This is an optimization exercise on Yosys and OpenROAD, whose aim is a short achievable clock period and few clock cycles, not a production implementation. In this exercise RTL edits were held to simulation tests only and were not proved equivalent to the original. No activity file was given, so power comes from the tool's default toggle rates.

==> flow/config.mk <==
export PLATFORM = sky130hd
export DESIGN_NAME = cpu
export DESIGN_NICKNAME = cpu
export VERILOG_FILES = /design/flow/design.v
export SDC_FILE = /design/flow/constraint.sdc
export NUM_CORES = 4
export LEC_CHECK = 0
export CAP_MARGIN = 20
export CORE_MARGIN = 2
export CORE_UTILIZATION = 40
export SLEW_MARGIN = 20
==> flow/constraint.sdc <==
create_clock -name core_clock -period 16.0 [get_ports {clk}]
set_input_delay 3.2000 -clock core_clock [delete_from_list [all_inputs] [get_ports {clk}]]
set_output_delay 3.2000 -clock core_clock [all_outputs]
set_load 0.01 [all_outputs]
==> flow/design.v <==
typedef enum bit [6:0] {
    op_lui   = 7'b0110111,  
    op_auipc = 7'b0010111,  
    op_jal   = 7'b1101111,  
    op_jalr  = 7'b1100111,  
    op_br    = 7'b1100011,  
    op_load  = 7'b0000011,  
	op_store = 7'b0100011,  
    op_imm   = 7'b0010011,  
    op_reg   = 7'b0110011,  
    op_csr   = 7'b1110011   
} rv32i_opcode;
typedef enum bit [2:0] {
    beq  = 3'b000,
    bne  = 3'b001,
    blt  = 3'b100,
    bge  = 3'b101,
    bltu = 3'b110,
    bgeu = 3'b111
} branch_funct3_t;
typedef enum bit [2:0] {
    lb  = 3'b000,
    lh  = 3'b001,
    lw  = 3'b010,
    lbu = 3'b100,
    lhu = 3'b101
} load_funct3_t;
typedef enum bit [2:0] {
    sb = 3'b000,
    sh = 3'b001,
    sw = 3'b010
} store_funct3_t;
typedef enum bit [2:0] {
    add  = 3'b000,  
    sll  = 3'b001,
    slt  = 3'b010,
    sltu = 3'b011,
    axor = 3'b100,
    sr   = 3'b101,  
    aor  = 3'b110,
    aand = 3'b111
} arith_funct3_t;
typedef enum bit [2:0] {
    alu_add = 3'b000,
    alu_sll = 3'b001,
    alu_sra = 3'b010,
    alu_sub = 3'b011,
    alu_xor = 3'b100,
    alu_srl = 3'b101,
    alu_or  = 3'b110,
    alu_and = 3'b111
} alu_ops;
typedef logic [31:0] rv32i_word;
typedef logic [4:0] rv32i_reg;
typedef logic [3:0] rv32i_mem_wmask;
typedef enum bit [2:0] {
	immsel_null_imm = 3'd0,
	immsel_i_imm = 3'd1,
	immsel_b_imm = 3'd2,
	immsel_j_imm = 3'd3,
	immsel_s_imm = 3'd4,
	immsel_u_imm = 3'd5
} imm_sel_t;
typedef enum bit [1:0] {
	null_op = 2'd0,
	jal_op = 2'd1,
	jalr_op = 2'd2,
	br_op = 2'd3
} pc_branch_target_ops;
typedef struct packed {
	rv32i_opcode opcode; 
	imm_sel_t imm_mux_sel; 
	logic [1:0] op1_mux_sel; 
	logic op2_mux_sel; 
	alu_ops alu_op; 
	branch_funct3_t cmp_op; 
	store_funct3_t store_formatter_op; 
	logic logic_mux_sel; 
	pc_branch_target_ops pc_branch_target_op; 
	logic is_branch_instr; 
	logic is_jump_instr; 
	logic mem_write; 
	logic mem_read; 
	logic MEM_ready_mux_sel; 
	logic load_regfile; 
	logic [1:0] regfile_mux_sel; 
	load_funct3_t load_formatter_op; 
} rv32i_control_word;
module mux2 #(parameter width = 32)
(
	input sel,
	input [width-1:0] a, b,
	output logic [width-1:0] c
);
always_comb
begin
	case(sel)
		1'd0: c = a;
		1'd1: c = b; 
	endcase
end
endmodule
module mux4 #(parameter width = 32)
(
	input [1:0] sel,
	input [width-1:0] a, b, c, d,
	output logic [width-1:0] e
);
always_comb
begin
	case(sel)
		2'd0: e = a;
		2'd1: e = b;
		2'd2: e = c;
		2'd3: e = d;
	endcase
end
endmodule
module mux8 #(parameter width = 32)
(
	input [2:0] sel,
	input [width-1:0] a, b, c, d, e, f, g, h,
	output logic [width-1:0] i
);
always_comb
begin
	case(sel)
		3'd0: i = a;
		3'd1: i = b;
		3'd2: i = c;
		3'd3: i = d;
		3'd4: i = e;
		3'd5: i = f;
		3'd6: i = g;
		3'd7: i = h;
	endcase
end
endmodule
module sext #(parameter in_width = 1,
				parameter out_width = 32)
(
	input [in_width-1:0] in,
	output logic [out_width-1:0] out
);
logic [out_width-(in_width+1):0] sign;
assign sign = -1;
always_comb begin
	if(in[in_width-1] == 1'b1) out = {sign, in};
	else begin
		out = 0;
		out = out + in;
	end
end
endmodule
module zext #(parameter in_width = 1,
				parameter out_width = 32)
(
	input [in_width-1:0] in,
	output logic [out_width-1:0] out
);
always_comb begin
	out = 0;
	out = out + in;
end
endmodule
module register #(parameter width = 32)
(
    input clk,
    input rst,
    input load,
    input [width-1:0] in,
    output logic [width-1:0] out
);
logic [width-1:0] data;
always_ff @(posedge clk)
begin
    if (rst)
        data <= '0;
    else if (load)
    begin
        data <= in;
    end
end
always_comb
begin
    out = data;
end
endmodule
module pc_register #(parameter width = 32)
(
    input clk,
    input rst,
    input load,
    input [width-1:0] in,
    output logic [width-1:0] out
);
logic [width-1:0] data;
always_ff @(posedge clk)
begin
    if (rst)
        data <= 32'h00000060;
    else if (load)
    begin
        data <= in;
    end
end
always_comb
begin
    out = data;
end
endmodule
module mem_ready_reg
(
	input clk,
	input rst,
	input logic mem_resp,
	input logic global_load,
	output logic ready
);
logic mem_resp_prev_out;
logic global_load_prev_out;
logic ready_in;
logic ready_load;
register #(.width(1)) mem_resp_prev
(
	.clk(clk), .rst(rst),
	.load(1'b1),
	.in(mem_resp),
	.out(mem_resp_prev_out)
);
register #(.width(1)) global_load_prev
(
	.clk(clk), .rst(rst),
	.load(1'd1),
	.in(global_load),
	.out(global_load_prev_out)
);
register #(.width(1)) ready_reg
(
	.clk(clk), .rst(rst),
	.load(ready_load),
	.in(ready_in),
	.out(ready)
);
always_comb
begin
	if (mem_resp == 1 && mem_resp_prev_out == 0)
	begin
		ready_load = 1;
		ready_in = 1;
	end
	else if (global_load == 1 && global_load_prev_out == 0)
	begin
		ready_load = 1;
		ready_in = 0;
	end
	else
	begin
		ready_load = 0;
		ready_in = 0;
	end
end
endmodule
module regfile
(
    input clk,
    input rst,
    input load,
    input [31:0] in,
    input [4:0] src_a, src_b, dest,
    output logic [31:0] reg_a, reg_b
);
logic [31:0] data [32]  ;
always_ff @(posedge clk)
begin
    if (load && dest)
    begin
        data[dest] <= in;
    end
end
always_comb
begin
	if (load && dest == src_a && dest != 0) begin
		reg_a = in;
	end
	else begin
		reg_a = src_a ? data[src_a] : 0;
	end
end
always_comb begin
	if (load && dest == src_b && dest != 0) begin
		reg_b = in;
	end
	else begin
		reg_b = src_b ? data[src_b] : 0;
	end
end
endmodule
module alu
(
    input alu_ops aluop,
    input [31:0] a, b,
    output logic [31:0] f
);
always_comb
begin
    case (aluop)
        alu_add:  f = a + b;
        alu_sll:  f = a << b[4:0];
        alu_sra:  f = $signed(a) >>> b[4:0];
        alu_sub:  f = a - b;
        alu_xor:  f = a ^ b;
        alu_srl:  f = a >> b[4:0];
        alu_or:   f = a | b;
        alu_and:  f = a & b;
    endcase
end
endmodule
module cmp 
(
	input branch_funct3_t cmpop,
	input rv32i_word a, b,
	output logic cmp_out
);
always_comb
begin
	case(cmpop)
		beq: begin
			if (a == b)
				cmp_out = 1;
			else
				cmp_out = 0;
		end
		bne: begin
			if (a != b)
				cmp_out = 1;
			else
				cmp_out = 0;
		end
		blt: begin
			if ($signed(a) < $signed(b))
				cmp_out = 1;
			else
				cmp_out = 0;
		end
		bge: begin
			if ($signed(a) >= $signed(b))
				cmp_out = 1;
			else 
				cmp_out = 0;
		end
		bltu: begin
			if (a < b)
				cmp_out = 1;
			else
				cmp_out = 0;
		end
		bgeu: begin
			if (a >= b)
				cmp_out = 1;
			else 
				cmp_out = 0;
		end
		default: cmp_out = 0;
	endcase
end
endmodule
module control_rom
(
	input rv32i_opcode opcode,
	input logic [2:0] funct3,
	input logic [6:0] funct7,
	output rv32i_control_word control_word
);
always_comb begin
	control_word.opcode = opcode;
	control_word.imm_mux_sel = immsel_null_imm;
	control_word.op1_mux_sel = 2'd0;  
	control_word.op2_mux_sel = 0;
	control_word.alu_op = alu_ops'(3'd0);
	control_word.cmp_op = branch_funct3_t'(3'd0);
	control_word.store_formatter_op = store_funct3_t'(3'd0);
	control_word.logic_mux_sel = 0;
	control_word.pc_branch_target_op = null_op;
	control_word.is_branch_instr = 0;
	control_word.is_jump_instr = 0;
	control_word.mem_write = 0;
	control_word.mem_read = 0;
	control_word.MEM_ready_mux_sel = 0;
	control_word.load_regfile = 0;
	control_word.regfile_mux_sel = 0;
	control_word.load_formatter_op = load_funct3_t'(3'd0);
	case(opcode)
		op_lui: 
		begin
			control_word.imm_mux_sel = immsel_u_imm;
			control_word.op1_mux_sel = 2'd2;
			control_word.op2_mux_sel = 1;
			control_word.alu_op = alu_add;
			control_word.logic_mux_sel = 0;
			control_word.load_regfile = 1;
			control_word.regfile_mux_sel = 2'd0;
		end
		op_auipc: 
		begin
			control_word.imm_mux_sel = immsel_u_imm;
			control_word.op1_mux_sel = 2'd1;
			control_word.op2_mux_sel = 1;
			control_word.alu_op = alu_add;
			control_word.logic_mux_sel = 0;
			control_word.load_regfile = 1;
			control_word.regfile_mux_sel = 2'd0;
		end
		op_jal: 
		begin
			control_word.imm_mux_sel = immsel_j_imm;
			control_word.pc_branch_target_op = jal_op;
			control_word.is_jump_instr = 1;
			control_word.load_regfile = 1;
			control_word.regfile_mux_sel = 2'd1;
		end
		op_jalr: 
		begin
			control_word.imm_mux_sel = immsel_i_imm;
			control_word.pc_branch_target_op = jalr_op;
			control_word.is_jump_instr = 1;
			control_word.load_regfile = 1;
			control_word.regfile_mux_sel = 2'd1;
		end
		op_br: 
		begin
			control_word.imm_mux_sel = immsel_b_imm;
			control_word.op1_mux_sel = 2'd0;
			control_word.op2_mux_sel = 1'd0;
			control_word.cmp_op = branch_funct3_t'(funct3);
			control_word.is_branch_instr = 1;
			control_word.pc_branch_target_op = br_op;
		end
		op_load: 
		begin
			control_word.imm_mux_sel = immsel_i_imm;
			control_word.op1_mux_sel = 2'd0;
			control_word.op2_mux_sel = 1'd1;
			control_word.alu_op = alu_add;
			control_word.logic_mux_sel = 0;
			control_word.MEM_ready_mux_sel = 1;
			control_word.mem_read = 1;
			control_word.load_regfile = 1;
			control_word.regfile_mux_sel = 2'd2;
			control_word.load_formatter_op = load_funct3_t'(funct3);
		end
		op_store: 
		begin
			control_word.imm_mux_sel = immsel_s_imm;
			control_word.op1_mux_sel = 2'd0;
			control_word.op2_mux_sel = 1'd1;
			control_word.logic_mux_sel = 0;
			control_word.store_formatter_op = store_funct3_t'(funct3);
			control_word.MEM_ready_mux_sel = 1;
			control_word.mem_write = 1;
		end
		op_imm: 
		begin
			control_word.imm_mux_sel = immsel_i_imm;
			control_word.op1_mux_sel = 2'd0;
			control_word.op2_mux_sel = 1'd1;
			case(funct3)
				sr:
				begin
					control_word.logic_mux_sel = 0;
					if (funct7[5] == 1) control_word.alu_op = alu_sra;
					else control_word.alu_op = alu_srl;
				end
				slt:
				begin
					control_word.logic_mux_sel = 1;
					control_word.cmp_op = blt;
				end
				sltu:
				begin
					control_word.logic_mux_sel = 1;
					control_word.cmp_op = bltu;
				end
				default:
				begin
					control_word.alu_op = alu_ops'(funct3);
					control_word.logic_mux_sel = 0;
				end
			endcase
			control_word.load_regfile = 1;
			control_word.regfile_mux_sel = 2'd0;
		end
		op_reg: 
		begin
			control_word.op1_mux_sel = 2'd0;
			control_word.op2_mux_sel = 1'd0;
			case(funct3)
				sr:
				begin
					control_word.logic_mux_sel = 0;
					if (funct7[5] == 1) control_word.alu_op = alu_sra;
					else control_word.alu_op = alu_srl;
				end
				slt:
				begin
					control_word.logic_mux_sel = 1;
					control_word.cmp_op = blt;
				end
				sltu:
				begin
					control_word.logic_mux_sel = 1;
					control_word.cmp_op = bltu;
				end
				add:
				begin
					control_word.logic_mux_sel = 0;
					if (funct7[5] == 1) control_word.alu_op = alu_sub;
					else control_word.alu_op = alu_add;
				end
				default:
				begin
					control_word.alu_op = alu_ops'(funct3);
					control_word.logic_mux_sel = 0;
				end
			endcase
			control_word.load_regfile = 1;
			control_word.regfile_mux_sel = 2'd0;
		end
		default: ;
	endcase
end
endmodule
module instr_decoder
(
    input [31:0] data,
    output [2:0] funct3,
    output [6:0] funct7,
    output rv32i_opcode opcode,
    output [31:0] i_imm,
    output [31:0] s_imm,
    output [31:0] b_imm,
    output [31:0] u_imm,
    output [31:0] j_imm,
    output rv32i_reg rs1,
    output rv32i_reg rs2,
    output rv32i_reg rd
);
assign funct3 = data[14:12];
assign funct7 = data[31:25];
assign opcode = rv32i_opcode'(data[6:0]);
assign i_imm = {{21{data[31]}}, data[30:20]};
assign s_imm = {{21{data[31]}}, data[30:25], data[11:7]};
assign b_imm = {{20{data[31]}}, data[7], data[30:25], data[11:8], 1'b0};
assign u_imm = {data[31:12], 12'h000};
assign j_imm = {{12{data[31]}}, data[19:12], data[20], data[30:21], 1'b0};
always_comb
begin
	case(opcode)
		op_lui, op_auipc, op_jal, op_jalr, op_load, op_imm, op_reg: rd = data[11:7];
		default: rd = 5'd0;
	endcase
end
always_comb
begin
	case(opcode)
		op_jalr, op_br, op_load, op_store, op_imm, op_reg: rs1 = data[19:15];
		default: rs1 = 5'd0;
	endcase
end
always_comb
begin
	case(opcode)
		op_br, op_store, op_reg: rs2 = data[24:20];
		default: rs2 = 5'd0;
	endcase
end
endmodule
module load_formatter
(
	input rv32i_word in,
	input logic [1:0] mem_offset,
	input load_funct3_t funct3,
	output rv32i_word out 
);
rv32i_word lb_d;
rv32i_word lh_d;
rv32i_word lbu_d;
rv32i_word lhu_d;
logic [7:0] extract_byte;
logic [15:0] extract_half;
always_comb
begin
	if(mem_offset == 2'b00) extract_byte = in[7:0];
	else if(mem_offset == 2'b01) extract_byte = in[15:8];
	else if(mem_offset == 2'b10) extract_byte = in[23:16];
	else extract_byte = in[31:24];
end
always_comb
begin
	if(mem_offset == 2'b10) extract_half = in[31:16];  
	else extract_half = in[15:0];  
end
sext #(.in_width(8)) sext_lb
(
	.in(extract_byte[7:0]),
	.out(lb_d)
);
sext #(.in_width(16)) sext_lh
(
	.in(extract_half[15:0]),
	.out(lh_d)
);
zext #(.in_width(8)) zext_lbu
(
	.in(extract_byte[7:0]),
	.out(lbu_d)
);
zext #(.in_width(16)) zext_lhu
(
	.in(extract_half[15:0]),
	.out(lhu_d)
);
always_comb
begin
	case(funct3)
		lb: out = lb_d;
		lh: out = lh_d;
		lw: out = in;
		lbu: out = lbu_d;
		lhu: out = lhu_d;
		default: out = 32'd0;
	endcase
end
endmodule
module store_formatter
(
	input rv32i_word in, 
	input logic [1:0] mem_offset,
	input store_funct3_t funct3,
	output rv32i_word out,
	output logic [3:0] wmask
);
logic [7:0] LSB_byte; 
logic [15:0] LSB_half;
rv32i_word sb_d;
rv32i_word sh_d;
logic [3:0] byte_wmask;
logic [3:0] half_wmask;
assign LSB_byte = in[7:0];
assign LSB_half = in[15:0];
always_comb
begin
	sb_d = 32'd0;
	if(mem_offset == 2'b00) 
	begin
		sb_d[7:0] = LSB_byte;
		byte_wmask = 4'b0001;
	end
	else if(mem_offset == 2'b01) 
	begin
		sb_d[15:8] = LSB_byte;
		byte_wmask = 4'b0010;
	end
	else if(mem_offset == 2'b10) 
	begin
		sb_d[23:16] = LSB_byte;
		byte_wmask = 4'b0100;
	end
	else 
	begin
		sb_d[31:24] = LSB_byte;
		byte_wmask = 4'b1000;
	end
end
always_comb
begin
	sh_d = 32'd0;
	if(mem_offset == 2'b10)
	begin
		sh_d[31:16] = LSB_half;
		half_wmask = 4'b1100;
	end
	else 
	begin 
		sh_d[15:0] = LSB_half;
		half_wmask = 4'b0011;
	end
end
always_comb
begin
	case(funct3)
		sb: 
		begin
			out = sb_d;
			wmask = byte_wmask;
		end
		sh: 
		begin
			out = sh_d;
			wmask = half_wmask;
		end
		sw:
		begin
			out = in;
			wmask = 4'b1111;
		end
		default: 
		begin
			out = 32'd0;
			wmask = 4'd0;
		end
	endcase
end
endmodule 
module fwd_unit
(
	input rv32i_reg EX_rs1,
	input rv32i_reg EX_rs2,
	input rv32i_reg MEM_rd,
	input rv32i_reg WB_rd,
	output logic [1:0] rs1_sel,
	output logic [1:0] rs2_sel
);
always_comb
begin
	if (MEM_rd == EX_rs1 && EX_rs1 != 0)
	begin
		rs1_sel = 2'd2;
	end
	else if (WB_rd == EX_rs1 && EX_rs1 != 0 && MEM_rd != EX_rs1)
	begin
		rs1_sel = 2'd1;
	end
	else
	begin
		rs1_sel = 2'd0;
	end
	if (MEM_rd == EX_rs2 && EX_rs2 != 0)
	begin
		rs2_sel = 2'd2;
	end
	else if (WB_rd == EX_rs2 && EX_rs2 != 0 && MEM_rd != EX_rs2)
	begin
		rs2_sel = 2'd1;
	end
	else
	begin
		rs2_sel = 2'd0;
	end
end
endmodule
module pc_branch_target_calc
(
	input pc_branch_target_ops op,
	input rv32i_word pc,
	input rv32i_word imm,
	input rv32i_word rs1_data,
	output rv32i_word branch_target
);
always_comb
begin
	case(op)
		null_op: branch_target = 32'd0;
		jal_op: branch_target = pc + imm;
		jalr_op: branch_target = (rs1_data + imm) & 32'hFFFFFFFE;
		br_op: branch_target = pc + imm;
	endcase
end
endmodule
module IF_stage
(
	input clk,
	input rst,
	input logic global_load,
	input rv32i_word imem_data,
	input logic imem_resp,
	input logic dmem_resp,
	input logic MEM_ready_out,
	input logic branch_flag,
	input logic branch_recovery,
	input EX_is_branch,
	input [3:0] EX_pht_idx,
	input rv32i_word EX_pc,
	input rv32i_word pc_branch_target,
	output logic imem_read,
	output rv32i_word imem_addr,
	output rv32i_word IF_ID_pc_plus4,
	output rv32i_word IF_ID_instruction,
	output rv32i_word IF_ID_pc_taken,
	output [3:0] IF_ID_pht_idx,
	output IF_ID_is_branch,
	output IF_ID_pht_prediction,
	output performance_btb_hit,
	output performance_btb_miss,
	output logic IF_ready_out
);
rv32i_word ir_out;
rv32i_word pc_out;
rv32i_word pc_mux_out;
rv32i_word pc_plus4;
rv32i_word reg_or_mem_out;
rv32i_opcode opcode;
rv32i_word btb_pc;
logic btb_hit;
logic pht_prediction;
logic is_jump;
logic is_branch;
logic [1:0] pc_mux_sel;
logic [3:0] bhr_out;
assign opcode = rv32i_opcode'(reg_or_mem_out[6:0]);
assign is_jump = (opcode == op_jal) || (opcode == op_jalr);
assign is_branch = (opcode == op_br);
assign IF_ID_is_branch = (is_jump || is_branch) && !branch_recovery;
assign IF_ID_pht_idx = pc_out[3:0] ^ bhr_out;
assign IF_ID_pc_taken = pc_mux_out;
assign IF_ID_pht_prediction = pht_prediction;
assign performance_btb_hit = btb_hit && (is_jump || (pht_prediction && is_branch));
assign performance_btb_miss = !btb_hit && (is_jump || (pht_prediction && is_branch));
assign pc_mux_sel[0] = btb_hit &&
	((pht_prediction && is_branch) || is_jump);
assign pc_mux_sel[1] = branch_recovery;
assign imem_read = !IF_ready_out; 
assign imem_addr = pc_out;
assign pc_plus4 = pc_out + 32'd4;
assign IF_ID_pc_plus4 = pc_plus4;
mem_ready_reg imem_ready
(
	.clk(clk), .rst(rst),
	.mem_resp(imem_resp && (!dmem_resp && !MEM_ready_out)),
	.global_load(global_load),
	.ready(IF_ready_out)
);
register ir
(
	.clk, .rst,
	.load(imem_resp),
	.in(imem_data),
	.out(ir_out)
);
mux2 reg_or_mem_mux
(
	.sel(imem_resp),
	.a(ir_out),
	.b(imem_data),
	.c(reg_or_mem_out)
);
mux2 instruction_mux
(
	.sel(branch_recovery),
	.a(reg_or_mem_out),
	.b(32'd0),
	.c(IF_ID_instruction)
);
pc_register pc
(
	.clk(clk), .rst(rst),
	.load(global_load),
	.in(pc_mux_out),
	.out(pc_out)
);
mux4 pc_mux
(
	.sel(pc_mux_sel),
	.a(pc_plus4),
	.b(btb_pc),
	.c(pc_branch_target),
	.d(pc_branch_target),
	.e(pc_mux_out)
);
assign bhr_out = 4'd0;
assign pht_prediction = 1'b0;
assign btb_hit = 1'b0;
assign btb_pc = 32'd0;
endmodule
module ID_stage
(
	input clk,
	input rst,
	input branch_recovery,
	input overwrite_load,
	input rv32i_reg rs1_prev,
	input rv32i_reg rs2_prev,
	input logic regfile_load,
	input rv32i_word regfile_in,
	input rv32i_reg regfile_dest,
	input rv32i_word pc_plus4,
	input rv32i_word instr,
	input logic is_branch,
	output rv32i_word ID_EX_pc_plus4,
	output rv32i_control_word ID_EX_control_word,
	output rv32i_word ID_EX_imm,
	output rv32i_reg ID_EX_rs1,
	output rv32i_reg ID_EX_rs2,
	output rv32i_reg ID_EX_rd,
	output rv32i_word ID_EX_rs1_data,
	output rv32i_word ID_EX_rs2_data,
	output logic ID_EX_is_branch
);
rv32i_reg rs1, rs1_addr;
rv32i_reg rs2, rs2_addr;
rv32i_reg rd;
rv32i_control_word control_word;
rv32i_word i_imm, s_imm, b_imm, u_imm, j_imm;
logic [2:0] funct3;
logic [6:0] funct7;
rv32i_opcode opcode;
assign ID_EX_rs1 = rs1;
assign ID_EX_rs2 = rs2;
assign ID_EX_pc_plus4 = pc_plus4;
instr_decoder instruction_decoder
(
	.data(instr),
	.funct3(funct3),
	.funct7(funct7),
	.opcode(opcode),
	.i_imm(i_imm),
	.s_imm(s_imm),
	.b_imm(b_imm),
	.u_imm(u_imm),
	.j_imm(j_imm),
	.rs1(rs1),
	.rs2(rs2),
	.rd(rd)
);
control_rom control_rom
(
	.opcode(opcode),
	.funct3(funct3),
	.funct7(funct7),
	.control_word(control_word)
);
mux8 imm_mux
(
	.sel(control_word.imm_mux_sel),
	.a(32'd0),
	.b(i_imm),
	.c(b_imm),
	.d(j_imm),
	.e(s_imm),
	.f(u_imm),
	.g(32'd0),
	.h(32'd0),
	.i(ID_EX_imm)
);
mux2 #(.width(5)) rd_mux
(
	.sel(branch_recovery),
	.a(rd),
	.b(5'd0),
	.c(ID_EX_rd)
);
mux2 #(.width(36)) control_word_mux 
(
	.sel(branch_recovery),
	.a(control_word),
	.b(36'd0),
	.c(ID_EX_control_word)
);
mux2 #(.width(5)) rs1_mux
(
	.sel(overwrite_load),
	.a(rs1),
	.b(rs1_prev),
	.c(rs1_addr)
);
mux2 #(.width(5)) rs2_mux
(
	.sel(overwrite_load),
	.a(rs2),
	.b(rs2_prev),
	.c(rs2_addr)
);
regfile regfile
(
	.clk(clk), .rst(rst),
	.load(regfile_load),
	.in(regfile_in),
	.dest(regfile_dest),
	.src_a(rs1_addr),
	.src_b(rs2_addr),
	.reg_a(ID_EX_rs1_data),
	.reg_b(ID_EX_rs2_data)
);
mux2 #(.width(1)) is_branch_mux
(
	.sel(branch_recovery),
	.a(is_branch),
	.b(0),
	.c(ID_EX_is_branch)
);
endmodule
module EX_stage
(
	input rv32i_word pc_plus4,
	input rv32i_control_word control_word,
	input rv32i_word imm,
	input rv32i_reg rs1,
	input rv32i_reg rs2,
	input rv32i_reg rd,
	input rv32i_word rs1_data,
	input rv32i_word rs2_data,
	input rv32i_word WB_regfile_in,
	input rv32i_word MEM_logic_out,
	input logic [1:0] fwd_unit_rs1_sel,
	input logic [1:0] fwd_unit_rs2_sel,
	input logic overwrite_load,
	input is_branch,
	input rv32i_word pc_taken,
	input pht_prediction,
	output rv32i_word EX_MEM_pc_plus4,
	output rv32i_control_word EX_MEM_control_word,
	output rv32i_word EX_MEM_logic_out,
	output rv32i_reg EX_MEM_rd,
	output rv32i_word EX_MEM_mem_data_out,
	output logic [3:0] EX_MEM_wmask,
	output logic branch_flag,
	output branch_recovery,
	output rv32i_word pc_branch_target,
	output rv32i_word source_pc,
	output performance_pht_prediction,
	output performance_pht_misprediction
);
rv32i_word valid_rs1_data;
rv32i_word valid_rs2_data;
rv32i_word op1_mux_out;
rv32i_word op2_mux_out;
rv32i_word alu_out;
rv32i_word cmp_out;
logic cmp_out_bit;
assign cmp_out = {31'd0, cmp_out_bit};
rv32i_word pc;
rv32i_word pc_branch_target_in;
logic branch_recovery_in;
assign pc = pc_plus4 - 4;
assign source_pc = pc;
assign branch_flag = (cmp_out && control_word.is_branch_instr) || control_word.is_jump_instr;
assign performance_pht_prediction = is_branch && (pht_prediction == branch_flag);
assign performance_pht_misprediction = is_branch && (pht_prediction != branch_flag);
assign EX_MEM_pc_plus4 = pc_plus4;
mux4 valid_rs1_mux
(
	.sel(fwd_unit_rs1_sel),
	.a(rs1_data),
	.b(WB_regfile_in),
	.c(MEM_logic_out),
	.d(32'd0),
	.e(valid_rs1_data)
);
mux4 valid_rs2_mux
(
	.sel(fwd_unit_rs2_sel),
	.a(rs2_data),
	.b(WB_regfile_in),
	.c(MEM_logic_out),
	.d(32'd0),
	.e(valid_rs2_data)
);
mux4 op1_mux
(
	.sel(control_word.op1_mux_sel),
	.a(valid_rs1_data),
	.b(pc),
	.c(32'd0),
	.d(32'd0),
	.e(op1_mux_out)
);
mux2 op2_mux
(
	.sel(control_word.op2_mux_sel),
	.a(valid_rs2_data),
	.b(imm),
	.c(op2_mux_out)
);
alu alu
(
	.aluop(control_word.alu_op),
	.a(op1_mux_out),
	.b(op2_mux_out),
	.f(alu_out)
);
cmp cmp
(
	.cmpop(control_word.cmp_op),
	.a(op1_mux_out),
	.b(op2_mux_out),
	.cmp_out(cmp_out_bit)
);
mux2 logic_mux
(
	.sel(control_word.logic_mux_sel),
	.a(alu_out),
	.b(cmp_out),
	.c(EX_MEM_logic_out)
);
store_formatter store_formatter
(
	.in(valid_rs2_data),
	.mem_offset(alu_out[1:0]),
	.funct3(control_word.store_formatter_op),
	.out(EX_MEM_mem_data_out),
	.wmask(EX_MEM_wmask)
);
pc_branch_target_calc bt_calc
(
	.op(control_word.pc_branch_target_op),
	.pc(pc),
	.imm(imm),
	.rs1_data(valid_rs1_data),
	.branch_target(pc_branch_target_in)
);
mux2 #(.width(36)) control_word_mux
(
	.sel(overwrite_load),
	.a(control_word),
	.b(36'd0),
	.c(EX_MEM_control_word)
);
mux2 #(.width(5)) rd_mux
(
	.sel(overwrite_load),
	.a(rd),
	.b(5'd0),
	.c(EX_MEM_rd)
);
mux2 pc_branch_target_mux
(
	.sel(branch_flag),
	.a(pc_plus4),
	.b(pc_branch_target_in),
	.c(pc_branch_target)
);
assign branch_recovery_in = pc_taken != pc_branch_target;
mux2 #(.width(1)) branch_recovery_mux
(
	.sel(is_branch),
	.a(1'd0),
	.b(branch_recovery_in),
	.c(branch_recovery)
);
endmodule
module MEM_stage
(
	input logic clk,
	input logic rst,
	input logic load,
	input rv32i_word pc_plus4,
	output rv32i_word MEM_WB_pc_plus4,
	input rv32i_control_word control_word,
	output rv32i_control_word MEM_WB_control_word,
	input rv32i_word logic_out,
	output rv32i_word MEM_WB_logic_out,
	input rv32i_reg rd,
	output rv32i_reg MEM_WB_rd,
	input rv32i_word mem_data_out,
	input logic [3:0] wmask,
	output rv32i_word MEM_WB_MDR,
	input logic dmem_resp,
	input logic imem_resp,
	input logic IF_ready_out,
	input rv32i_word dmem_rdata,
	output rv32i_word dmem_wdata,
	output rv32i_word dmem_addr,
	output logic dmem_write, 
	output logic dmem_read,
	output logic [3:0] dmem_wmask,
	output logic MEM_ready_out
);
logic dmem_ready_out;
rv32i_word mdr_out;
assign MEM_WB_pc_plus4 = pc_plus4;
assign MEM_WB_control_word = control_word;
assign MEM_WB_logic_out = logic_out;
assign MEM_WB_rd = rd;
assign dmem_wdata = mem_data_out;
assign dmem_addr = {logic_out[31:2],2'b00};
assign dmem_read = !dmem_ready_out && control_word.mem_read;
assign dmem_write = !dmem_ready_out && control_word.mem_write;
assign dmem_wmask = wmask;
mem_ready_reg dmem_ready
(
	.clk(clk), .rst(rst),
	.mem_resp(dmem_resp && (!imem_resp && !IF_ready_out)),
	.global_load(load),
	.ready(dmem_ready_out)
);
register mdr
(
	.clk(clk), .rst(rst),
	.load(dmem_resp),
	.in(dmem_rdata),
	.out(mdr_out)
);
mux2 reg_or_mem_mux
(
	.sel(dmem_resp),
	.a(mdr_out),
	.b(dmem_rdata),
	.c(MEM_WB_MDR)
);
mux2 #(.width(1)) MEM_ready_mux
(
	.sel(control_word.MEM_ready_mux_sel),
	.a(1'd1),
	.b(dmem_ready_out),
	.c(MEM_ready_out)
);
endmodule
module WB_stage
(
	input rv32i_word pc_plus4,
	input rv32i_word logic_out,
	input rv32i_word MDR,
	input rv32i_control_word control_word,
	output rv32i_word regfile_in
);
rv32i_word load_data;
load_formatter load_formatter
(
	.in(MDR),
	.mem_offset(logic_out[1:0]),
	.funct3(control_word.load_formatter_op),
	.out(load_data)
);
mux4 regfile_mux
(
	.sel(control_word.regfile_mux_sel),
	.a(logic_out),
	.b(pc_plus4),
	.c(load_data),
	.d(32'd0),
	.e(regfile_in)
);
endmodule
module IF_ID_reg
(
	input clk,
	input rst,
	input load,
	input rv32i_word pc_plus4_in,
	input rv32i_word instr_in,
	input logic is_branch_in,
	input [3:0] pht_idx_in,
	input rv32i_word pc_taken_in,
	input logic pht_prediction_in,
	output rv32i_word pc_plus4_out,
	output rv32i_word instr_out,
	output logic is_branch_out,
	output [3:0] pht_idx_out,
	output rv32i_word pc_taken_out,
	output logic pht_prediction_out
);
register pc_plus4
(
	.clk(clk), .rst(rst),
	.load(load),
	.in(pc_plus4_in),
	.out(pc_plus4_out)
);
register #(.width(1)) is_branch
(
	.clk(clk), .rst(rst),
	.load(load),
	.in(is_branch_in),
	.out(is_branch_out)
);
register #(.width(4)) pht_idx
(
	.clk(clk), .rst(rst),
	.load(load),
	.in(pht_idx_in),
	.out(pht_idx_out)
);
register pc_taken
(
	.clk(clk), .rst(rst),
	.load(load),
	.in(pc_taken_in),
	.out(pc_taken_out)
);
register instruction
(
	.clk(clk), .rst(rst),
	.load(load),
	.in(instr_in),
	.out(instr_out)
);
register #(.width(1)) pht_prediction
(
	.clk(clk), .rst(rst),
	.load(load),
	.in(pht_prediction_in),
	.out(pht_prediction_out)
);
endmodule
module ID_EX_reg
(
	input clk,
	input rst,
	input load,
	input overwrite_load,
	input rv32i_word pc_plus4_in,
	output rv32i_word pc_plus4_out,
	input rv32i_control_word control_word_in,
	output rv32i_control_word control_word_out,
	input rv32i_word imm_in,
	output rv32i_word imm_out,
	input rv32i_reg rs1_in,
	output rv32i_reg rs1_out,
	input rv32i_reg rs2_in,
	output rv32i_reg rs2_out,
	input rv32i_reg rd_in,
	output rv32i_reg rd_out,
	input rv32i_word rs1_data_in,
	output rv32i_word rs1_data_out,
	input rv32i_word rs2_data_in,
	output rv32i_word rs2_data_out,
	input is_branch_in,
	output is_branch_out,
	input [3:0] pht_idx_in,
	output [3:0] pht_idx_out,
	input rv32i_word pc_taken_in,
	output rv32i_word pc_taken_out,
	input pht_prediction_in,
	output pht_prediction_out
);
register pc_plus4
(
	.clk, .rst,
	.load,
	.in(pc_plus4_in),
	.out(pc_plus4_out)
);
register #(.width(36)) control_word
(
	.clk, .rst,
	.load,
	.in(control_word_in),
	.out(control_word_out)
);
register imm
(
	.clk, .rst,
	.load,
	.in(imm_in),
	.out(imm_out)
);
register #(.width(5)) rs1
(
	.clk, .rst,
	.load,
	.in(rs1_in),
	.out(rs1_out)
);
register #(.width(5)) rs2
(
	.clk, .rst,
	.load,
	.in(rs2_in),
	.out(rs2_out)
);
register #(.width(5)) rd
(
	.clk, .rst,
	.load,
	.in(rd_in),
	.out(rd_out)
);
register rs1_data
(
	.clk, .rst,
	.load(load || overwrite_load),
	.in(rs1_data_in),
	.out(rs1_data_out)
);
register rs2_data
(
	.clk, .rst,
	.load(load || overwrite_load),
	.in(rs2_data_in),
	.out(rs2_data_out)
);
register #(.width(1)) is_branch
(
	.clk, .rst,
	.load,
	.in(is_branch_in),
	.out(is_branch_out)
);
register #(.width(4)) pht_idx
(
	.clk, .rst,
	.load,
	.in(pht_idx_in),
	.out(pht_idx_out)
);
register pc_taken
(
	.clk, .rst,
	.load,
	.in(pc_taken_in),
	.out(pc_taken_out)
);
register #(.width(1)) pht_prediction
(
	.clk, .rst,
	.load,
	.in(pht_prediction_in),
	.out(pht_prediction_out)
);
endmodule
module EX_MEM_reg
(
	input logic clk,
	input logic rst,
	input logic load,
	input rv32i_word pc_plus4_in,
	output rv32i_word pc_plus4_out,
	input rv32i_control_word control_word_in,
	output rv32i_control_word control_word_out,
	input rv32i_word logic_out_in,
	output rv32i_word logic_out_out,
	input rv32i_reg rd_in,
	output rv32i_reg rd_out,
	input rv32i_word mem_data_out_in,
	output rv32i_word mem_data_out_out,
	input logic [3:0] wmask_in,
	output logic [3:0] wmask_out
);
register pc_plus4
(
	.clk(clk), .rst(rst),
	.load(load),
	.in(pc_plus4_in),
	.out(pc_plus4_out)
);
register #(.width(36)) control_word
(
	.clk(clk), .rst(rst),
	.load(load),
	.in(control_word_in),
	.out(control_word_out)
);
register logic_out
(
	.clk(clk), .rst(rst),
	.load(load),
	.in(logic_out_in),
	.out(logic_out_out)
);
register #(.width(5)) rd
(
	.clk(clk), .rst(rst),
	.load(load),
	.in(rd_in),
	.out(rd_out)
);
register mem_data_out
(
	.clk(clk), .rst(rst),
	.load(load),
	.in(mem_data_out_in),
	.out(mem_data_out_out)
);
register #(.width(4)) wmask
(
	.clk(clk), .rst(rst),
	.load(load),
	.in(wmask_in),
	.out(wmask_out)
);
endmodule
module MEM_WB_reg
(
	input clk,
	input rst,
	input load,
	input rv32i_word pc_plus4_in,
	output rv32i_word pc_plus4_out,
	input rv32i_control_word control_word_in,
	output rv32i_control_word control_word_out,
	input rv32i_word logic_out_in,
	output rv32i_word logic_out_out,
	input rv32i_reg rd_in,
	output rv32i_reg rd_out,
	input rv32i_word MDR_in,
	output rv32i_word MDR_out
);
register pc_plus4
(
	.clk(clk), .rst(rst),
	.load(load),
	.in(pc_plus4_in),
	.out(pc_plus4_out)
);
register #(.width(36)) control_word
(
	.clk(clk), .rst(rst),
	.load(load),
	.in(control_word_in),
	.out(control_word_out)
);
register logic_out
(
	.clk(clk), .rst(rst),
	.load(load),
	.in(logic_out_in),
	.out(logic_out_out)
);
register #(.width(5)) rd
(
	.clk(clk), .rst(rst),
	.load(load),
	.in(rd_in),
	.out(rd_out)
);
register MDR
(
	.clk(clk), .rst(rst),
	.load(load),
	.in(MDR_in),
	.out(MDR_out)
);
endmodule
module cpu
(
	input clk,
	input rst,
	input logic imem_resp,
	input rv32i_word imem_rdata,
	output logic imem_read,
	output rv32i_word imem_addr,
	input logic dmem_resp,
	input rv32i_word dmem_rdata,
	output logic dmem_read,
	output logic dmem_write,
	output rv32i_word dmem_addr,
	output rv32i_word dmem_wdata,
	output logic [3:0] dmem_wmask
);
logic performance_pht_prediction;
logic performance_pht_misprediction;
logic performance_btb_hit;
logic performance_btb_miss;
logic global_load;
logic overwrite_load;
logic both_mem_resp;
logic branch_flag;
logic branch_recovery;
logic is_branch;
logic [3:0] pht_idx;
rv32i_word pc_branch_target;
logic IF_ready_out;
logic MEM_ready_out;
rv32i_word IF_ID_pc_plus4;
rv32i_word IF_ID_instruction;
logic [3:0] IF_ID_pht_idx;
logic IF_ID_is_branch;
rv32i_word IF_ID_pc_taken;
logic IF_ID_pht_prediction;
rv32i_word ID_pc_plus4;
rv32i_word ID_instruction;
logic ID_is_branch;
rv32i_word ID_EX_pc_plus4;
rv32i_control_word ID_EX_control_word;
rv32i_word ID_EX_imm;
rv32i_reg ID_EX_rs1;
rv32i_reg ID_EX_rs2;
rv32i_reg ID_EX_rd;
rv32i_word ID_EX_rs1_data;
rv32i_word ID_EX_rs2_data;
logic [3:0] ID_EX_pht_idx;
logic ID_EX_is_branch;
rv32i_word ID_EX_pc_taken;
logic ID_EX_pht_prediction;
logic [1:0] fwd_unit_rs1_sel;
logic [1:0] fwd_unit_rs2_sel;
rv32i_word EX_pc_plus4;
rv32i_control_word EX_control_word;
rv32i_word EX_imm;
rv32i_reg EX_rs1;
rv32i_reg EX_rs2;
rv32i_reg EX_rd;
rv32i_word EX_rs1_data;
rv32i_word EX_rs2_data;
rv32i_word EX_pc_taken;
rv32i_word EX_pc;
logic EX_pht_prediction;
rv32i_word EX_MEM_pc_plus4;
rv32i_control_word EX_MEM_control_word;
rv32i_word EX_MEM_logic_out;
rv32i_reg EX_MEM_rd;
rv32i_word EX_MEM_mem_data_out;
logic [3:0] EX_MEM_wmask;
rv32i_word MEM_pc_plus4;
rv32i_control_word MEM_control_word;
rv32i_word MEM_logic_out;
rv32i_reg MEM_rd;
rv32i_word MEM_mem_data_out;
logic [3:0] MEM_wmask;
rv32i_word MEM_WB_pc_plus4;
rv32i_control_word MEM_WB_control_word;
rv32i_word MEM_WB_logic_out;
rv32i_reg MEM_WB_rd;
rv32i_word MEM_WB_MDR;
rv32i_word WB_pc_plus4;
rv32i_control_word WB_control_word;
rv32i_word WB_logic_out;
rv32i_reg WB_rd;
rv32i_word WB_MDR;
rv32i_word regfile_in;
rv32i_word MEM_fwd_data;
assign MEM_fwd_data = (MEM_control_word.regfile_mux_sel == 2'd1) ? MEM_pc_plus4 : MEM_logic_out;
assign global_load = ((IF_ready_out && dmem_resp) || 
					 (imem_resp && MEM_ready_out) || 
					 (IF_ready_out && MEM_ready_out) ||
				     (imem_resp && dmem_resp))
					 && !overwrite_load;
assign overwrite_load = 
	(MEM_control_word.opcode == op_load) && 
	dmem_resp && 
	(MEM_rd == EX_rs1 || MEM_rd == EX_rs2);
IF_stage IF
(
	.clk, .rst,
	.global_load(global_load),
	.imem_data(imem_rdata),
	.imem_resp(imem_resp),
	.dmem_resp(dmem_resp),
	.MEM_ready_out(MEM_ready_out),
	.branch_flag(branch_flag),
	.branch_recovery(branch_recovery),
	.EX_is_branch(is_branch),
	.EX_pht_idx(pht_idx),
	.EX_pc(EX_pc),
	.pc_branch_target(pc_branch_target),
	.imem_read(imem_read),
	.imem_addr(imem_addr),
	.IF_ID_pc_plus4(IF_ID_pc_plus4),
	.IF_ID_instruction(IF_ID_instruction),
	.IF_ID_pc_taken(IF_ID_pc_taken),
	.IF_ID_pht_idx(IF_ID_pht_idx),
	.IF_ID_is_branch(IF_ID_is_branch),
	.IF_ID_pht_prediction(IF_ID_pht_prediction),
	.performance_btb_hit(performance_btb_hit),
	.performance_btb_miss(performance_btb_miss),
	.IF_ready_out(IF_ready_out)
);
IF_ID_reg IF_ID_reg
(
	.clk, .rst,
	.load(global_load),
	.pc_plus4_in(IF_ID_pc_plus4),
	.instr_in(IF_ID_instruction),
	.is_branch_in(IF_ID_is_branch),
	.pht_idx_in(IF_ID_pht_idx),
	.pc_taken_in(IF_ID_pc_taken),
	.pht_prediction_in(IF_ID_pht_prediction),
	.pc_plus4_out(ID_pc_plus4),
	.instr_out(ID_instruction),
	.is_branch_out(ID_is_branch),
	.pht_idx_out(ID_EX_pht_idx),
	.pc_taken_out(ID_EX_pc_taken),
	.pht_prediction_out(ID_EX_pht_prediction)
);
ID_stage ID
(
	.clk, .rst,
	.branch_recovery(branch_recovery),
	.overwrite_load(overwrite_load),
	.rs1_prev(EX_rs1),
	.rs2_prev(EX_rs2),
	.regfile_load(WB_control_word.load_regfile),
	.regfile_in(regfile_in),
	.regfile_dest(WB_rd),
	.pc_plus4(ID_pc_plus4),
	.instr(ID_instruction),
	.is_branch(ID_is_branch),
	.ID_EX_pc_plus4(ID_EX_pc_plus4),
	.ID_EX_control_word(ID_EX_control_word),
	.ID_EX_imm(ID_EX_imm),
	.ID_EX_rs1(ID_EX_rs1),
	.ID_EX_rs2(ID_EX_rs2),
	.ID_EX_rd(ID_EX_rd),
	.ID_EX_rs1_data(ID_EX_rs1_data),
	.ID_EX_rs2_data(ID_EX_rs2_data),
	.ID_EX_is_branch(ID_EX_is_branch)
);
ID_EX_reg ID_EX_reg
(
	.clk, .rst,
	.load(global_load),
	.overwrite_load(overwrite_load),
	.pc_plus4_in(ID_EX_pc_plus4),
	.control_word_in(ID_EX_control_word),
	.imm_in(ID_EX_imm),
	.rs1_in(ID_EX_rs1),
	.rs2_in(ID_EX_rs2),
	.rd_in(ID_EX_rd),
	.rs1_data_in(ID_EX_rs1_data),
	.rs2_data_in(ID_EX_rs2_data),
	.is_branch_in(ID_EX_is_branch),
	.pht_idx_in(ID_EX_pht_idx),
	.pc_taken_in(ID_EX_pc_taken),
	.pht_prediction_in(ID_EX_pht_prediction),
	.pc_plus4_out(EX_pc_plus4),
	.control_word_out(EX_control_word),
	.imm_out(EX_imm),
	.rs1_out(EX_rs1),
	.rs2_out(EX_rs2),
	.rd_out(EX_rd),
	.rs1_data_out(EX_rs1_data),
	.rs2_data_out(EX_rs2_data),
	.is_branch_out(is_branch),
	.pht_idx_out(pht_idx),
	.pc_taken_out(EX_pc_taken),
	.pht_prediction_out(EX_pht_prediction)
);
fwd_unit fwd_unit
(
	.EX_rs1(EX_rs1),
	.EX_rs2(EX_rs2),
	.MEM_rd(MEM_rd),
	.WB_rd(WB_rd),
	.rs1_sel(fwd_unit_rs1_sel),
	.rs2_sel(fwd_unit_rs2_sel)
);
EX_stage EX
(
	.pc_plus4(EX_pc_plus4),
	.control_word(EX_control_word),
	.imm(EX_imm),
	.rs1(EX_rs1),
	.rs2(EX_rs2),
	.rd(EX_rd),
	.rs1_data(EX_rs1_data),
	.rs2_data(EX_rs2_data),
	.WB_regfile_in(regfile_in),
	.MEM_logic_out(MEM_fwd_data),
	.fwd_unit_rs1_sel(fwd_unit_rs1_sel),
	.fwd_unit_rs2_sel(fwd_unit_rs2_sel),
	.overwrite_load(overwrite_load),
	.is_branch(is_branch),
	.pc_taken(EX_pc_taken),
	.pht_prediction(EX_pht_prediction),
	.EX_MEM_pc_plus4(EX_MEM_pc_plus4),
	.EX_MEM_control_word(EX_MEM_control_word),
	.EX_MEM_logic_out(EX_MEM_logic_out),
	.EX_MEM_rd(EX_MEM_rd),
	.EX_MEM_mem_data_out(EX_MEM_mem_data_out),
	.EX_MEM_wmask(EX_MEM_wmask),
	.branch_flag(branch_flag),
	.branch_recovery(branch_recovery),
	.pc_branch_target(pc_branch_target),
	.source_pc(EX_pc),
	.performance_pht_prediction(performance_pht_prediction),
	.performance_pht_misprediction(performance_pht_misprediction)
);
EX_MEM_reg EX_MEM_reg
(
	.clk, .rst,
	.load(global_load || overwrite_load),
	.pc_plus4_in(EX_MEM_pc_plus4),
	.control_word_in(EX_MEM_control_word),
	.logic_out_in(EX_MEM_logic_out),
	.rd_in(EX_MEM_rd),
	.mem_data_out_in(EX_MEM_mem_data_out),
	.wmask_in(EX_MEM_wmask),
	.pc_plus4_out(MEM_pc_plus4),
	.control_word_out(MEM_control_word),
	.logic_out_out(MEM_logic_out),
	.rd_out(MEM_rd),
	.mem_data_out_out(MEM_mem_data_out),
	.wmask_out(MEM_wmask)
);
MEM_stage MEM
(
	.clk, .rst,
	.load(global_load || overwrite_load),
	.pc_plus4(MEM_pc_plus4),
	.control_word(MEM_control_word),
	.logic_out(MEM_logic_out),
	.rd(MEM_rd),
	.mem_data_out(MEM_mem_data_out),
	.wmask(MEM_wmask),
	.dmem_resp(dmem_resp),
	.imem_resp(imem_resp),
	.IF_ready_out(IF_ready_out),
	.dmem_rdata(dmem_rdata),
	.MEM_WB_pc_plus4(MEM_WB_pc_plus4),
	.MEM_WB_control_word(MEM_WB_control_word),
	.MEM_WB_logic_out(MEM_WB_logic_out),
	.MEM_WB_rd(MEM_WB_rd),
	.MEM_WB_MDR(MEM_WB_MDR),
	.dmem_wdata(dmem_wdata),
	.dmem_addr(dmem_addr),
	.dmem_write(dmem_write),
	.dmem_read(dmem_read),
	.dmem_wmask(dmem_wmask),
	.MEM_ready_out(MEM_ready_out)
);
MEM_WB_reg MEM_WB_reg
(
	.clk, .rst,
	.load(global_load || overwrite_load),
	.pc_plus4_in(MEM_WB_pc_plus4),
	.control_word_in(MEM_WB_control_word),
	.logic_out_in(MEM_WB_logic_out),
	.rd_in(MEM_WB_rd),
	.MDR_in(MEM_WB_MDR),
	.pc_plus4_out(WB_pc_plus4), 
	.control_word_out(WB_control_word),
	.logic_out_out(WB_logic_out),
	.rd_out(WB_rd),
	.MDR_out(WB_MDR)
);
WB_stage WB
(
	.pc_plus4(WB_pc_plus4),
	.logic_out(WB_logic_out),
	.MDR(WB_MDR),
	.control_word(WB_control_word),
	.regfile_in(regfile_in)
);
endmodule
==> flow/run.sh <==
#!/bin/bash
# synth_recipe.tcl (not shown) runs the flow's synth.tcl, then flattens the netlist and writes it again
# the make line also repeats each setting of config.mk as NAME=value (left out here)
make -C /OpenROAD-flow-scripts/flow DESIGN_CONFIG=/design/flow/config.mk WORK_HOME=/design/flow/orfs CLKGATE_MAP_FILE= SYNTH_SCRIPT=/design/flow/synth_recipe.tcl finish
==> run_results.csv <==
group,metric,value,unit
setup_path,r2r-start,"MEM_WB_reg.logic_out.data[1]$_SDFFE_PP0N_",
finish,fin_util,44.8,%
placed_design,post-place-ws,5190,ps
timing,max_slew_margin,16.6,%
floorplanning,core,222000,um2
setup_path,cp_max_fo,43,
run,maxCapViolCount,0,
global_route,grt_first_pass_wirelength,510000,um
clock_network,tritoncts,"yes",
power,power_frac_comb,9.0,%
synthesis,syn_area,89000,um2
timing,setup_ws,4980,ps
global_route,grt_max_degree,205,
clock_network,h-tree-depth,4,
synthesis,synthXorXnorAreaFrac,2.12,%
global_route,first_global_vias,70900,
synthesis,async_reset_ff_share,0,%
timing,max_freq,90.8,MHz
worst_hold_path,hold_start,"IF_ID_reg.pc_plus4.data[27]$_SDFFE_PP0P_",
timing,final-setup-viol-count,0,
power,power_frac_seq,48.1,%
synthesis,synthCells,8973,
floorplanning,die_area,226000,um2
synthesis,ys_types,96,
placed_design,port_buffers,168,
power,ir_drop,0.111,mV
routing,ant_nets,0,
timing,tns,0,ps
finish,drive_above_1_share,10.3,%
clock_network,cts_buffer_depth,3,
finish,syn_to_final_growth,11.6,%
timing,final_hold_viol_count,0,
synthesis,synthAdderAreaFrac,2.33,%
routing,dr.pass1.iters,8,
floorplanning,start_util,40.1,%
timing,grt_setup_unrepaired,"no",
setup_path,cp_slowest_cell,"and2_1",
routing,vias,74500,
synthesis,ys.flop_type,"edfxtp_1",
clock_network,numCtsBuffers,176,
setup_path,worst-setup-path-type,"flip-flop to flip-flop",
setup_path,required,16780,ps
global_route,antenna_found_initial,17,
synthesis,synth_compound_area_share,18.1,%
synthesis,synth_top_family_by_area,"compound AO/OA/AOI/OAI gates",
synthesis,synth_area_leaders,"edfxtp_1 35%, dfxtp_1 14%, mux4_2 6.7%",
clock_network,cts_resized,0,
finish,final_cell_mix,"1,505 x nand2_1, 1,024 x edfxtp_1, 604 x nor2_1",
placed_design,hpwlAfterDp,237000,um
power,p_sw_share,25.8,%
synthesis,syn_avg_cell_area,9.91,um2
setup_path,arrival,11800,ps
synthesis,ys.warnings.count,27,
synthesis,synth_simple_gate_area_share,15.4,%
setup_path,crit_path_end_kind,"flip-flop",
timing,tightest_slew,1250,ps
placed_design,place_congestion,0.993,
timing,post-route-period-util,68.9,%
synthesis,synth_mux_area_share,9.49,%
routing,drt_iter0_markers,8889,
clock_network,cts_sinks,1626,
power,intPower,0.00705,W
global_route,gr-total-overflow,0,
worst_hold_path,min_path_type,"flip-flop to flip-flop",
routing,wl_per_cell,30.2,um
clock_network,clk_pin_slew,70,ps
timing,min_period,11020,ps
timing,finClkSkew,62.4,ps
setup_path,cp-start-kind,"flip-flop",
clock_network,hold_buffers,0,
clock_network,clk_latency,860,ps
power,switching_power,0.00245,W
clock_network,cts_root_buf,"clkbuf_16",
power,p_leak,33.1,nW
synthesis,synth.top_cell.area_share,34.6,%
finish,nets,8987,
global_route,grt_use_total,30.9,%
floorplanning,die_y,476,um
routing,finalWirelength,360000,um
floorplanning,ioPinCount,171,
synthesis,synth.largest_area_cell,"edfxtp_1",
synthesis,ys_ff_latch,1626,
placed_design,placed_area,93400,um2
timing,slew_violations,0,
power,power_density,95.6,nW/um2
power,total_power,0.00949,W
finish,final_area,99300,um2
routing,vias_per_cell,6.27,
floorplanning,chipWidth,476,um
power,clock_power_share,43.0,%
setup_path,cpPeakStageDelay,810,ps
setup_path,cp-startpoint,"MEM_WB_reg.logic_out.data[1]$_SDFFE_PP0N_",
routing,drcViolationCount,0,
floorplanning,rows,173,
setup_path,cp_common_cell,"buf_4",
synthesis,synth_edf_count,1024,
synthesis,seq_area_frac_synth,48.1,%
finish,final_common_cell,"nand2_1",
outcome,outcome,"no timing/DRC/antenna violations",
clock_network,post_cts_buffers,0,
## cell families (layout without fill, tap and decap cells)
kind of cell    count (synthesis)  after routing
compound gates               2417           2417
simple gates                 3075           3075
other cells                     1             44
mux                           508            508
flops                        1626           1626
fa+ha+maj                     163            163
xor+xnor                      215            215
buf+inv                       968            863
## synthesized netlist by cell type, types with 20 or more instances
master / count
nand2_1: 1507
edfxtp_1: 1024
nor2_1: 645
clkbuf_1: 619
dfxtp_1: 602
a21oi_1: 592
a211oi_1: 489
o21ai_0: 330
and2_1: 279
mux4_2: 264
mux2i_1: 202
a31oi_1: 177
a311oi_1: 164
ha_1: 159
inv_1: 159
nor3_1: 155
xnor2_1: 134
nand3_1: 132
o22ai_1: 92
buf_1: 90
xor2_1: 81
and3_1: 75
a22oi_1: 69
buf_4: 69
a22o_1: 68
o211ai_1: 63
o22a_1: 51
a21o_1: 43
nand2b_1: 43
mux2_2: 40
nor3b_1: 35
o21ai_1: 34
nor2b_1: 32
or3_1: 29
nor4_1: 28
a221oi_1: 26
or2_2: 26
nand3b_1: 24
o21a_1: 22
nor4b_1: 21
o311ai_1: 21
o21bai_1: 20
## final cells by class
class | instances | area (um2)
fill | 21100 | 122000
multi-input combinational | 6412 | 42900
sequential | 1626 | 42800
clock buffer | 230 | 4790
tap | 2975 | 3720
timing repair buffer | 373 | 3470
clock inverter | 93 | 926
inverter | 167 | 627
antenna | 10 | 25.0
## power by group through the flow
| stage | combinational, W | sequential [W] | clock (W) |
|---|---|---|---|
| 4_1_cts | 0.000830 | 0.00456 | 0.00412 |
| 2_1_floorplan | 0.000542 | 0.00460 | 0 |
| 6_report | 0.000850 | 0.00456 | 0.00408 |
| 3_5_place_dp | 0.000825 | 0.00465 | 0 |
| 5_1_grt | 0.000908 | 0.00456 | 0.00429 |
| 3_3_place_gp | 0.000827 | 0.00465 | 0 |
## final timing paths
check | end | slack (ps) | cells after the start
setup / recovery | IF_ID_reg.instruction.data[16]$_SDFFE_PP0P_ | 4980 | 34
hold / removal | ID_EX_reg.pc_plus4.data[27]$_SDFFE_PP0P_ | 450 | 2
setup reg to reg | IF_ID_reg.instruction.data[16]$_SDFFE_PP0P_ | 4980 | 34
hold reg to reg | ID_EX_reg.pc_plus4.data[27]$_SDFFE_PP0P_ | 450 | 2
## sequential cells by signal (all words and copies together) (netlist names), 30 cells and up
signal                        flops
EX_MEM_reg.logic_out.data        32
EX_MEM_reg.mem_data_out.data     32
EX_MEM_reg.pc_plus4.data         32
ID.regfile.data                1024
ID_EX_reg.control_word.data      32
ID_EX_reg.imm.data               32
ID_EX_reg.pc_plus4.data          32
ID_EX_reg.pc_taken.data          30
ID_EX_reg.rs1_data.data          32
ID_EX_reg.rs2_data.data          32
IF.ir.data                       32
IF.pc.data                       32
IF_ID_reg.instruction.data       32
IF_ID_reg.pc_plus4.data          32
MEM.mdr.data                     32
MEM_WB_reg.MDR.data              32
MEM_WB_reg.logic_out.data        32
MEM_WB_reg.pc_plus4.data         32
## routing by layer
metal,GRT usage (%),vias up,part of all wire (%)
met1,39.3,37100,39
met5,0,-,0.016
met2,50.2,3771,46
met4,16.7,10,6.3
li1,-,32800,-
met3,5.25,847,8.5
## through the flow
step / hold WS [ps] / std cells
after global routing: 469 / 11900
after floorplan: 423 / 9006
final: 451 / 11900
after global placement: 434 / 11500
after CTS: 452 / 11900
after detailed placement: 446 / 11500
## critical path: cells and delay by family (launching register included)
kind,cells,cell delay [ps]
compound gates,14,3660
buf+inv,4,1460
flops,1,750
fa+ha+maj,1,350
mux,2,550
simple gates,13,4070
Testbench counts, summed over its fixed seeds: cycles 70,548.

what the ideal ports hide:
How much do the figures lean on ideal ports? The routed layout below was timed once more, with nothing changed but the port constraints.
Step 1 sets driving cells, clkbuf_16 on the clock port and buf_2 on the other inputs (assumed; they add their load-dependent delay and slew).
Step 2, shift: input delay + t, output delay - t, t = (earliest + latest rising clock arrival at the registers) / 2. This alone moves slack from input paths to output paths.
a / b / c = ideal ports / drivers / drivers and shift; a / b = the first two.
t (ns): 0.915
setup WS [ns]: 4.984 / 4.984 / 4.984
worst setup path after step 2: register to register
latest minus earliest clock arrival (ns): 0.066 / 0.065
worst data-port slew with drivers (ns): 0.05
After both steps this run still meets setup and hold. For this run, drivers alone change the setup slack by 0.000 ns; drivers and shift together by 0.000 ns.
